Source: an optimization exercise on an open RTL-to-GDS flow (aim: small area, a short achievable clock period and few clock cycles per item). Production flows keep margins and buffers that such runs may drop.
RTL that was checked went through simulation tests only; none was proved equivalent to the original.
Power and IR drop assume default switching activity.

## lzss_enc_top
module lzss_enc_top (
    input               clk,
    input               rst_x,
    input               i_valid,
    output              ow_ready,
    input       [7:0]   i_data,
    input               i_last,
    output              o_valid,
    input               i_ready,
    output      [8:0]   o_code,
    output              o_last
);
For scale: about 3500 cells after synthesis, ~820 flip-flops, roughly 38000 µm² of cells after synthesis.
clock: 6.0 ns
lec_check: 0
abc_area: 1
cap_margin: 20
core_margin: 2
core_utilization: 70
cts_buf_list: sky130_fd_sc_hd__clkbuf_4 sky130_fd_sc_hd__clkbuf_8
cts_cluster_diameter: 60
cts_cluster_size: 12
place_density: 0.8
setup_slack_margin: 3.62
slew_margin: 20
run.sh (not shown) runs the stock make flow with config.mk's settings and CLKGATE_MAP_FILE= SYNTH_SCRIPT=/design/flow/synth_recipe.tcl, a recipe that flattens the netlist after the stock synthesis.
The first run finished with timing, DRC and antenna clean.
Next try:
Settings changed: SETUP_SLACK_MARGIN 3.62 to 3.75.
Result: The changed run completed with no timing, DRC or antenna violations; die area is unchanged; sequential share of layout area is lower by 0.37 points; total power is higher by 0.49%; first-iteration DRC count drops by 3.6%; wire length rises by 0.37%; design area is higher by 0.62%; worst setup slack hardly moves; hold slack hardly moves; fmax stays flat.
No functional check of the RTL was part of any run of this note.

* * *

The RTL this note starts from:
==> flow/design.v <==
module lzss_enc_top (
    input               clk,
    input               rst_x,
    input               i_valid,
    output              ow_ready,
    input       [7:0]   i_data,
    input               i_last,
    output              o_valid,
    input               i_ready,
    output      [8:0]   o_code,
    output              o_last
);
    integer             k;
    reg                 r_rdy;           
    reg                 r_iv;
    reg     [7:0]       r_ib;
    reg                 r_il;
    reg     [7:0]       r_win [1:64];    
    reg     [63:0]      r_s0, r_s1, r_s2;    
    reg     [5:0]       r_rv;            
    reg     [5:0]       r_lb;            
    reg     [7:0]       r_chi;
    reg     [6:0]       r_clo;
    reg     [2:0]       r_skip;          
    reg     [3:0]       r_ea;
    reg     [5:0]       r_ex2, r_ex3, r_ex4, r_ex5;
    reg                 r_m1, r_m2, r_m3;
    reg                 r_l2;
    reg     [1:0]       r_l3;            
    reg     [5:0]       r_x1, r_x2, r_x3;    
    reg                 r_sv;
    reg                 r_hv;
    reg     [9:0]       r_hd;
    reg     [9:0]       r_sd;
    wire                w_ended = ~r_rv[0] | r_lb[0];
    wire                w_adv   = ~r_sv & (r_iv | (w_ended & (|r_rv)));
    assign  ow_ready    = r_rdy;
    assign  o_valid     = r_hv;
    assign  o_code      = r_hd[8:0];
    assign  o_last      = r_hd[9];
    always @(posedge clk or negedge rst_x) begin
        if (!rst_x) begin
            r_iv    <= 1'b0;
        end
        else if (r_rdy) begin
            r_iv    <= i_valid;
        end
    end
    always @(posedge clk) begin
        if (r_rdy) begin
            r_ib    <= i_data;
            r_il    <= i_last;
        end
    end
    wire    [7:0]       w_ceq = r_chi ^ {r_chi[6:0], 1'b1};      
    reg     [63:0]      w_in;
    reg     [63:0]      w_eq;
    always @(*) begin
        for (k = 0; k < 64; k = k + 1) begin
            if ((k % 8) == 7)
                w_in[k] = r_chi[k/8];
            else
                w_in[k] = r_chi[k/8] | (w_ceq[k/8] & r_clo[k%8]);
            w_eq[k] = (r_ib == r_win[k+1]) && w_in[k];
        end
    end
    wire    [63:0]      t2 = r_s1 | r_s2;
    wire    [63:0]      t3 = r_s2;
    wire    [63:0]      t4 = r_s2 & ~r_s0;
    wire    [63:0]      t5 = r_s2 & ~r_s1;
    wire    [5:0]       w_x2, w_x3, w_x4, w_x5;
    wire                a2, a3, a4, a5;
    lzss_lowest #(.W(64), .N(6)) u_low2 (.i_v(t2), .o_any(a2), .o_idx(w_x2));
    lzss_lowest #(.W(64), .N(6)) u_low3 (.i_v(t3), .o_any(a3), .o_idx(w_x3));
    lzss_lowest #(.W(64), .N(6)) u_low4 (.i_v(t4), .o_any(a4), .o_idx(w_x4));
    lzss_lowest #(.W(64), .N(6)) u_low5 (.i_v(t5), .o_any(a5), .o_idx(w_x5));
    always @(posedge clk) begin
        if (w_adv) begin
            r_win[1]    <= r_ib;
            for (k = 2; k <= 64; k = k + 1)
                r_win[k]    <= r_win[k-1];
            r_s0        <= w_eq & ~r_s2;
            r_s1        <= w_eq & r_s0;
            r_s2        <= w_eq & (r_s1 | (r_s2 & ~r_s0));
            r_lb        <= {r_lb[4:0], r_iv & r_il};
            r_ea        <= {a5, a4, a3, a2};
            r_ex2       <= w_x2;
            r_ex3       <= w_x3;
            r_ex4       <= w_x4;
            r_ex5       <= w_x5;
            r_m1        <= r_ea[0];
            r_x1        <= r_ex2;
            r_m2        <= r_ea[1] | r_m1;
            r_l2        <= r_ea[1];
            r_x2        <= r_ea[1] ? r_ex3 : r_x1;
            r_m3        <= r_ea[2] | r_m2;
            r_l3        <= r_ea[2] ? 2'd2 : {1'b0, r_l2};
            r_x3        <= r_ea[2] ? r_ex4 : r_x2;
        end
    end
    always @(posedge clk or negedge rst_x) begin
        if (!rst_x) begin
            r_rv    <= 6'd0;
            r_chi   <= 8'd0;
            r_clo   <= 7'd0;
        end
        else if (w_adv) begin
            r_rv    <= {r_rv[4:0], r_iv};
            if (r_iv) begin
                if (r_il) begin
                    r_chi   <= 8'd0;
                    r_clo   <= 7'd0;
                end
                else if (!r_chi[7]) begin
                    if (r_clo[6]) begin
                        r_chi   <= {r_chi[6:0], 1'b1};
                        r_clo   <= 7'd0;
                    end
                    else begin
                        r_clo   <= {r_clo[5:0], 1'b1};
                    end
                end
            end
        end
    end
    wire                w_cm = r_ea[3] | r_m3;
    wire    [1:0]       w_cl = r_ea[3] ? 2'd3 : r_l3;
    wire    [5:0]       w_cx = r_ea[3] ? r_ex5 : r_x3;
    wire                w_lst = r_lb[5] | (w_cm & (r_lb[4] | ((w_cl != 2'd0) & r_lb[3]) |
                                ((w_cl[1]) & r_lb[2]) | ((w_cl == 2'd3) & r_lb[1])));
    wire    [9:0]       w_code = w_cm ? {w_lst, 1'b1, ~w_cx, w_cl} : {w_lst, 1'b0, r_win[6]};
    wire                w_push = w_adv & r_rv[5] & (r_skip == 3'd0);
    wire                w_pop  = r_hv & i_ready;
    always @(posedge clk or negedge rst_x) begin
        if (!rst_x) begin
            r_skip  <= 3'd0;
        end
        else if (w_adv && r_rv[5]) begin
            if (r_skip != 3'd0)
                r_skip  <= r_skip - 3'd1;
            else if (w_cm)
                r_skip  <= {1'b0, w_cl} + 3'd1;
        end
    end
    wire                w_sv_next = r_sv ? ~w_pop : (w_push & r_hv & ~w_pop);
    always @(posedge clk) begin
        r_rdy   <= ~w_sv_next;
    end
    always @(posedge clk or negedge rst_x) begin
        if (!rst_x) begin
            r_hv    <= 1'b0;
            r_sv    <= 1'b0;
        end
        else begin
            r_sv    <= w_sv_next;
            if (w_push)
                r_hv    <= 1'b1;
            else if (w_pop && !r_sv)
                r_hv    <= 1'b0;
        end
    end
    always @(posedge clk) begin
        if (r_sv) begin
            if (w_pop)
                r_hd    <= r_sd;
        end
        else if (w_push) begin
            if (!r_hv || w_pop)
                r_hd    <= w_code;
            else
                r_sd    <= w_code;
        end
    end
endmodule
module lzss_lowest #(
    parameter   W   = 64,
    parameter   N   = 6
)(
    input       [W-1:0]     i_v,
    output                  o_any,
    output      [N-1:0]     o_idx
);
    generate
        if (W == 2) begin : leaf
            assign  o_any   = i_v[0] | i_v[1];
            assign  o_idx   = ~i_v[0];
        end
        else begin : node
            wire                w_any_lo;
            wire                w_any_hi;
            wire    [N-2:0]     w_lo;
            wire    [N-2:0]     w_hi;
            lzss_lowest #(.W(W/2), .N(N-1)) u_lo (.i_v(i_v[W/2-1:0]), .o_any(w_any_lo), .o_idx(w_lo));
            lzss_lowest #(.W(W/2), .N(N-1)) u_hi (.i_v(i_v[W-1:W/2]), .o_any(w_any_hi), .o_idx(w_hi));
            assign  o_any   = w_any_lo | w_any_hi;
            assign  o_idx   = w_any_lo ? {1'b0, w_lo} : {1'b1, w_hi};
        end
    endgenerate
endmodule
clock: 6.0 ns
lec_check: 0
abc_area: 1
cap_margin: 20
core_margin: 2
core_utilization: 70
cts_buf_list: sky130_fd_sc_hd__clkbuf_16
cts_cluster_diameter: 50
cts_cluster_size: 20
place_density: 0.8
setup_slack_margin: 3.62
slew_margin: 20
The starting point finished with timing, DRC and antenna clean.
Testbench counts at the start, summed over its fixed seeds: cycles 85,802, items 84,290.
Then changed:
Settings changed: CTS_BUF_LIST sky130_fd_sc_hd__clkbuf_16 to sky130_fd_sc_hd__clkbuf_4 sky130_fd_sc_hd__clkbuf_8, CTS_CLUSTER_DIAMETER 50 to 70, CTS_CLUSTER_SIZE 20 to 16.
The new run finished with timing, DRC and antenna clean. Worst hold slack gets better by 0.020 ns. Via count went down slightly. Area after synthesis is unchanged. Worst setup slack is worse by 0.032 ns.
Then changed:
Settings changed: ABC_AREA 1 to default, CTS_BUF_LIST sky130_fd_sc_hd__clkbuf_4 sky130_fd_sc_hd__clkbuf_8 to sky130_fd_sc_hd__clkbuf_8 sky130_fd_sc_hd__clkbuf_16, CTS_CLUSTER_DIAMETER 70 to 60.
After rerunning: Area after synthesis falls by a few percent. Cell count fell by about a fifth. Combinational power came out higher by well over a third. Routed wire length decreases by a little under a tenth. Sequential share of layout area drops by 1.3 points. First-iteration DRC count is lower by about a fifth. Worst setup slack improves by 0.0061 ns. Clock power went up by well over a third. Via count went down by roughly a tenth. Final area rose by a few percent.
Then changed:
Settings changed: ABC_AREA from default to 1.
Outcome: The new run produced a clean layout. Die area climbs by 2.9%. Maximum frequency rose by 3.1%. Sequential cell count does not change. Hold slack got worse by 0.019 ns. Core utilization goes down by 3.3 points. Wire length is higher by 9.7%. Final area came out lower by 0.49%. Sequential share of layout area increases by 0.30 points. Area after synthesis goes up by 3.0%.

* * *

// lzss_enc_top: RTL as listed in full above, without the edits since
clock: 6.0 ns
lec_check: 0
abc_area: 1
cap_margin: 20
core_margin: 2
core_utilization: 70
cts_buf_list: sky130_fd_sc_hd__clkbuf_4 sky130_fd_sc_hd__clkbuf_8
cts_cluster_diameter: 60
cts_cluster_size: 12
place_density: 0.8
setup_slack_margin: 3.5
slew_margin: 20
The first run ran to the end with no violations.
Testbench counts at the start, summed over its fixed seeds: cycles 85,802, items 84,290.
Rerun with:
--- a/flow/config.mk
+++ b/flow/config.mk
@@ -13,2 +13,2 @@
-export CTS_CLUSTER_DIAMETER = 60
-export CTS_CLUSTER_SIZE = 12
+export CTS_CLUSTER_DIAMETER = 45
+export CTS_CLUSTER_SIZE = 18
Final area is higher slightly.
Area after synthesis stays the same.
Flip-flop and latch count stays the same.
Fmax is lower slightly.
Synthesized cell count is unchanged.

* * *

// lzss_enc_top: RTL as listed in full above, without the edits since
Settings: LEC_CHECK=0, ABC_AREA=1, CAP_MARGIN=20, CORE_MARGIN=2, CORE_UTILIZATION=70, CTS_BUF_LIST=sky130_fd_sc_hd__clkbuf_4 sky130_fd_sc_hd__clkbuf_8, CTS_CLUSTER_DIAMETER=60, CTS_CLUSTER_SIZE=12, PLACE_DENSITY=0.8, SETUP_SLACK_MARGIN=3.62, SLEW_MARGIN=20; clock period 6.0 ns.
The first run completed with no timing, DRC or antenna violations.
Testbench counts at the start, summed over its fixed seeds: cycles 85,802, items 84,290.
Change:
CAP_MARGIN = 5   (was 20)
SLEW_MARGIN = 5   (was 20)
After rerunning: The changed run finished with timing, DRC and antenna clean. Clock-buffer cell count does not change. Power does not change. Cell area does not change. Combinational power hardly moves. Cell count does not change.
Change:
CAP_MARGIN = 20   (was 5)
CTS_BUF_LIST = sky130_fd_sc_hd__clkbuf_8 sky130_fd_sc_hd__clkbuf_16   (was sky130_fd_sc_hd__clkbuf_4 sky130_fd_sc_hd__clkbuf_8)
CTS_CLUSTER_SIZE = 16   (was 12)
SETUP_SLACK_MARGIN = 3.72   (was 3.62)
SLEW_MARGIN = 20   (was 5)
Effect: Hold slack barely changes. Cell count came out lower by 0.36%. Clock skew goes down by 21 ps. Routed wire length went up by 0.90%. Sequential share of layout area shrinks by 0.84 points.

* * *

Another version of the RTL of lzss_enc_top (not shown whole).
Design lzss_enc_top, start of the top module:
module lzss_enc_top (
    input               clk,
    input               rst_x,
    input               i_valid,
    output              ow_ready,
    input       [7:0]   i_data,
    input               i_last,
    output              o_valid,
    input               i_ready,
    output      [8:0]   o_code,
    output              o_last
);
    integer             k;
    reg                 r_rdy;           
    reg                 r_iv;
    reg     [7:0]       r_ib;
    reg                 r_il;
    reg     [7:0]       r_win [1:64];    
    reg     [63:0]      r_s0, r_s1, r_s2;    
    reg     [6:0]       r_rv;            
    reg     [6:0]       r_lb;            
    reg     [6:0]       r_cnt;           
    reg     [2:0]       r_skip;          
    reg     [3:0]       r_ea;
    reg     [5:0]       r_ex2, r_ex3, r_ex4, r_ex5;
    reg                 r_m1, r_m2, r_m3, r_m4;
    reg                 r_l2;
  ...
Settings: LEC_CHECK=0, CAP_MARGIN=20, CORE_MARGIN=2, CORE_UTILIZATION=80, CTS_BUF_LIST=sky130_fd_sc_hd__clkbuf_4 sky130_fd_sc_hd__clkbuf_8, CTS_CLUSTER_DIAMETER=60, CTS_CLUSTER_SIZE=12, PLACE_DENSITY=0.9, SETUP_SLACK_MARGIN=3.5, SLEW_MARGIN=20; clock period 6.0 ns.
Testbench counts at the start, summed over its fixed seeds: cycles 85,802, items 84,290.
==> next run, changes <==
==> flow/config.mk (replaced) <==
export PLATFORM = sky130hd
export DESIGN_NAME = lzss_enc_top
export DESIGN_NICKNAME = lzss_enc_top
export VERILOG_FILES = /design/flow/design.v
export SDC_FILE = /design/flow/constraint.sdc
export NUM_CORES = 4
export LEC_CHECK = 0
export CAP_MARGIN = 20
export CORE_MARGIN = 2
export CORE_UTILIZATION = 40
export CTS_BUF_LIST = sky130_fd_sc_hd__clkbuf_8 sky130_fd_sc_hd__clkbuf_16
export CTS_CLUSTER_DIAMETER = 70
export CTS_CLUSTER_SIZE = 24
export SETUP_SLACK_MARGIN = 3.5
export SLEW_MARGIN = 20
Setup slack is better by 0.050 ns.
Maximum frequency grows by 1.9%.
Routed wire length shrinks by 12%.
Die area grows by about 100%.
Core utilization shrinks by 44 points.
Via count shrinks by about 13%.
Sequential power shrinks by about 4%.

* * *

## run A
lzss_enc_top, a different RTL version from the one above (not shown whole).
Size: ~2700 cells after synthesis, roughly 780 flip-flops, about 25 I/O pins, ~36000 µm² of cells after synthesis.
make LEC_CHECK=0 ABC_CLOCK_PERIOD_IN_PS=2000 CAP_MARGIN=20 CORE_MARGIN=2 CORE_UTILIZATION=40 SETUP_SLACK_MARGIN=3.7 SLEW_MARGIN=20 finish   # period 6.0 ns
Every stage of the flow completed for run A, and the final layout passed the timing, design-rule and antenna checks.
Testbench counts of run A, summed over its fixed seeds: cycles 85,802, items 84,290.
#### Input delta (run B over run A)
Settings: removing ABC_CLOCK_PERIOD_IN_PS (formerly 2000).
Results
- Gate count after technology mapping came out exactly the same in run A and run B.
- From run B to run A, count of multi-input gates did not move at all.
- Diff run B..run A | multi-input gate share of the layout cell area | unchanged
- Diff run B..run A | design area | unchanged
- Diff run A -> run B: first-pass GRT wire length about even, buffer count excluding the clock tree in the final layout about even.
Input-level comparison between run C and run B:
Settings: changing SETUP_SLACK_MARGIN from 3.7 to 3.8; setting CTS_BUF_LIST to sky130_fd_sc_hd__clkbuf_4 sky130_fd_sc_hd__clkbuf_8 for the first time; setting CTS_CLUSTER_DIAMETER to 60 for the first time; setting TNS_END_PERCENT to 0 for the first time; setting CTS_CLUSTER_SIZE to 12 for the first time.
Results
Run C vs. run B: post-layout instance area moved down; switching power summed over all nets -1100 µW. Summary of run C over run B: wire length of the first global-routing pass moved down, final wirelength lost about 10%, number of global-route vias before repair fell 2.1%, maximum clock skew at final layout now larger. Compared with run B, run C shows a post-route total power that is about 15% lower. Taking run B as the reference, in run C post-route worst setup slack saw a decrease; detailed-routing wirelength on met1 lost about 8%. For run B, the uppermost signal routing layer after detailed routing was met4, unlike run C, where it was met5. A cell with the largest stage delay on the worst path of sky130_fd_sc_hd__or4_4 is what run B shows, while sky130_fd_sc_hd__edfxtp_1 belongs to run C.
For run D, these inputs were changed with respect to run C:
Settings: TNS_END_PERCENT changed from 0 to 5; SETUP_SLACK_MARGIN changed from 3.8 to 3.6.
## What came out
[compare] base=run C new=run D: area added between synthesis and finish went up by 0.25 points; area of combinational cells with multiple inputs was more or less identical; non-clock buffer count went up by 5; share of power burned in the clock network was more or less identical.
Between run C and run D, the difference in switching share of power is negligible.

==> port drivers added, routing unchanged <==
Ports are ideal in the flow. The routed layouts listed here were re-timed in OpenROAD.
Step 1 sets driving cells, clkbuf_16 on the clock port and buf_2 on the other inputs (assumed; they add their load-dependent delay and slew).
Step 2 adds t to the input delays and takes it off the output delays; t is the mean of the earliest and latest rising clock arrival at the registers after step 1. Input paths then give back, and output paths get back, about the clock's delay inside the block.
Slacks: ideal / step 1 / step 2; pairs: ideal / step 1.
run	t (ns)	setup WS [ns]	worst setup path after step 2	latest minus earliest clock arrival (ns)	pins driven straight from the clock port
the first run of note 1	0.748	3.552 / 3.488 / 3.240	input to register	0.039 / 0.039	1
the second run of note 1	0.744	3.553 / 3.490 / 3.314	input to register	0.031 / 0.031	1
the first run of note 2	0.683	3.577 / 3.577 / 3.324	input to register	0.033 / 0.034	1
the second run of note 2	0.766	3.545 / 3.487 / 3.336	input to register	0.031 / 0.031	1
the third run of note 2	0.691	3.551 / 3.551 / 3.347	input to register	0.023 / 0.022	1
the fourth run of note 2	0.698	3.625 / 3.561 / 3.296	input to register	0.030 / 0.030	1
the first run of note 3	0.746	3.548 / 3.485 / 3.307	input to register	0.043 / 0.044	1
the second run of note 3	0.780	3.518 / 3.472 / 3.303	input to register	0.043 / 0.043	1
the first run of note 4	0.747	3.583 / 3.525 / 3.301	input to register	0.047 / 0.048	1
the second run of note 4	0.747	3.583 / 3.525 / 3.301	input to register	0.047 / 0.048	1
the third run of note 4	0.695	3.620 / 3.560 / 3.374	input to register	0.024 / 0.024	1
the first run of note 5	0.766	3.368 / 3.368 / 3.236	input to register	0.040 / 0.041	1
the second run of note 5	0.693	3.418 / 3.418 / 3.385	input to register	0.031 / 0.030	1
run A	0.712	3.389 / 3.389 / 2.769	input to register	0.025 / 0.025	1
run B	0.712	3.389 / 3.389 / 2.769	input to register	0.025 / 0.025	1
run C	0.750	3.351 / 3.351 / 2.681	input to register	0.053 / 0.054	1
run D	0.748	3.421 / 3.421 / 2.695	input to register	0.052 / 0.053	1
After both steps setup and hold are still met in every run listed. The setup slack of run D, which loses most, moves by 0.000 ns with the drivers and by -0.726 ns with both steps.
